This design comes from an exercise in tuning for small area on the open sky130 flow, not from production work.
Function was checked by simulation only, so behaviour that the tests miss may differ from the original.

==> flow/design.v (excerpt) <==
module audio_lpf (
    input  wire               clk,
    input  wire               rst_n,
    input  wire               valid_in,
    input  wire signed [31:0] x_in,
    output wire               valid_out,
    output wire signed [31:0] y_out
);
For scale: roughly 83 flip-flops, about 68 I/O pins, about 12000 um^2 of cells after synthesis.
clock: 10.0 ns
lec_check: 0
cap_margin: 20
cell_pad_in_sites_detail_placement: 1
cell_pad_in_sites_global_placement: 1
core_margin: 2
core_utilization: 40
cts_buf_list: sky130_fd_sc_hd__clkbuf_8
slew_margin: 20
synth_hierarchical: 1
standard.sh (not shown) runs the stock make flow with config.mk's settings and CLKGATE_MAP_FILE= SYNTH_SCRIPT=/design/flow/synth_recipe.tcl, a recipe that flattens the netlist after the stock synthesis.
==> flow/flow/run.sh <==
#!/bin/bash
# Own flow: the standard layout (standard.sh, unchanged synthesis and steps),
# with the I/O port buffers that global placement inserts made from the
# smallest buffer cell, sky130_fd_sc_hd__buf_1, instead of the default choice.
# Each ORFS step keeps its full log under orfs/logs/; this script's own output
# goes to flow_run.log in the work folder.
set -euo pipefail
exec > >(tee -a flow_run.log) 2>&1
echo "run.sh: $(date -u) in $(pwd)"
bash standard.sh "BUFFER_PORTS_ARGS=-buffer_cell sky130_fd_sc_hd__buf_1" finish
echo "run.sh: done $(date -u)"
Rerun with:
Settings changed: CORE_UTILIZATION 40 to 55, PLACE_DENSITY set to 0.75.
The new run finished clean.
Maximum frequency is higher by 1.8%.
Core utilization climbs by 16 points.
Sequential share of layout area rises by 0.17 points.
Design area fell by 1.4%.
Routed wire length shrinks by 4.1%.

* * *

Another version of the RTL of audio_lpf (not shown whole).
Size: roughly 83 flip-flops, roughly 68 I/O pins.
export LEC_CHECK = 0
export CAP_MARGIN = 20
export CELL_PAD_IN_SITES_DETAIL_PLACEMENT = 1
export CELL_PAD_IN_SITES_GLOBAL_PLACEMENT = 1
export CORE_MARGIN = 2
export CORE_UTILIZATION = 40
export SLEW_MARGIN = 20
export SYNTH_HIERARCHICAL = 1
create_clock -name core_clock -period 10.0 [get_ports {clk}]
run.sh (not shown) runs the stock make flow with config.mk's settings and CLKGATE_MAP_FILE= SYNTH_SCRIPT=/design/flow/synth_recipe.tcl, a recipe that flattens the netlist after the stock synthesis.
Stock flow here: none of the scripts above is used.
The baseline went through all stages and came out clean.
Change:
==> flow/flow/run.sh (new file) <==
#!/bin/bash
# Own flow: the standard layout (standard.sh, unchanged synthesis and steps),
# with the I/O port buffers that global placement inserts made from the
# smallest buffer cell, sky130_fd_sc_hd__buf_1, instead of the default choice.
# Each ORFS step keeps its full log under orfs/logs/; this script's own output
# goes to flow_run.log in the work folder.
set -euo pipefail
exec > >(tee -a flow_run.log) 2>&1
echo "run.sh: $(date -u) in $(pwd)"
bash standard.sh "BUFFER_PORTS_ARGS=-buffer_cell sky130_fd_sc_hd__buf_1" finish
echo "run.sh: done $(date -u)"
==> flow/standard.sh (new file) <==
#!/bin/bash
# synth_recipe.tcl (not shown) runs the flow's synth.tcl, then flattens the netlist and writes it again
# the make line also repeats each setting of config.mk as NAME=value (left out here)
make -C /OpenROAD-flow-scripts/flow DESIGN_CONFIG=/design/flow/config.mk WORK_HOME=/design/flow/orfs CLKGATE_MAP_FILE= SYNTH_SCRIPT=/design/flow/synth_recipe.tcl "${@:-finish}"
Settings changed: CTS_BUF_LIST set to sky130_fd_sc_hd__clkbuf_8, GPL_TIMING_DRIVEN set to 0.
removed: flow/run.sh
Outcome: Worst setup slack loses 0.068 ns; first-iteration DRC count increases by 10%; final area decreases by 1.6%; via count increases by 2.6%; sequential share of layout area increases by 0.20 points; wire length increases by 5.6%; non-clock buffer count increases by 41; fmax decreases by 0.74%; cell count increases by 2.5%.
Change:
Settings changed: GPL_TIMING_DRIVEN 0 to unset, PLACE_DENSITY set to 0.75.
Result: Synthesized cell count is unchanged; synthesized area is unchanged; clock skew came out higher by 0.0064 ns; die area is unchanged; sequential share of layout area came out higher by 0.16 points; fmax came out higher by 4.1%; worst setup slack gets better by 0.36 ns.

afterwards: timing with drivers on the ports:
In the flow no input, the clock included, has a driving cell. The finished layouts below were timed again as built, in two steps.
Step 1 (the two cells are an assumption about what drives the block):
set clk [get_ports {clk}]
set_driving_cell -lib_cell sky130_fd_sc_hd__clkbuf_16 $clk
set_driving_cell -lib_cell sky130_fd_sc_hd__buf_2 [delete_from_list [all_inputs] $clk]
Step 2 adds t to the input delays and takes it off the output delays; t is the mean of the earliest and latest rising clock arrival at the registers after step 1. Input paths then give back, and output paths get back, about the clock's delay inside the block.
a / b / c = ideal ports / drivers / drivers and shift; a / b = the first two.
run | t (ns) | setup WS [ns] | clock arrival spread, ns | worst register clock-pin slew, ns | pins driven straight from the clock port
the first run of note 1 | 0.450 | 0.743 / 0.760 / 0.311 | 0.019 / 0.019 | 0.11 / 0.11 | 1
the second run of note 1 | 0.433 | 0.909 / 0.928 / 0.495 | 0.019 / 0.020 | 0.11 / 0.11 | 1
the first run of note 2 | 0.397 | 0.842 / 0.866 / 0.469 | 0.012 / 0.012 | 0.07 / 0.07 | 1
the second run of note 2 | 0.440 | 0.773 / 0.792 / 0.353 | 0.015 / 0.015 | 0.10 / 0.10 | 1
the third run of note 2 | 0.438 | 1.138 / 1.162 / 0.724 | 0.022 / 0.022 | 0.11 / 0.11 | 1
After both steps every run listed still meets setup and hold. The setup slack of the first run of note 1, which loses most, moves by +0.017 ns with the drivers and by -0.432 ns with both steps.
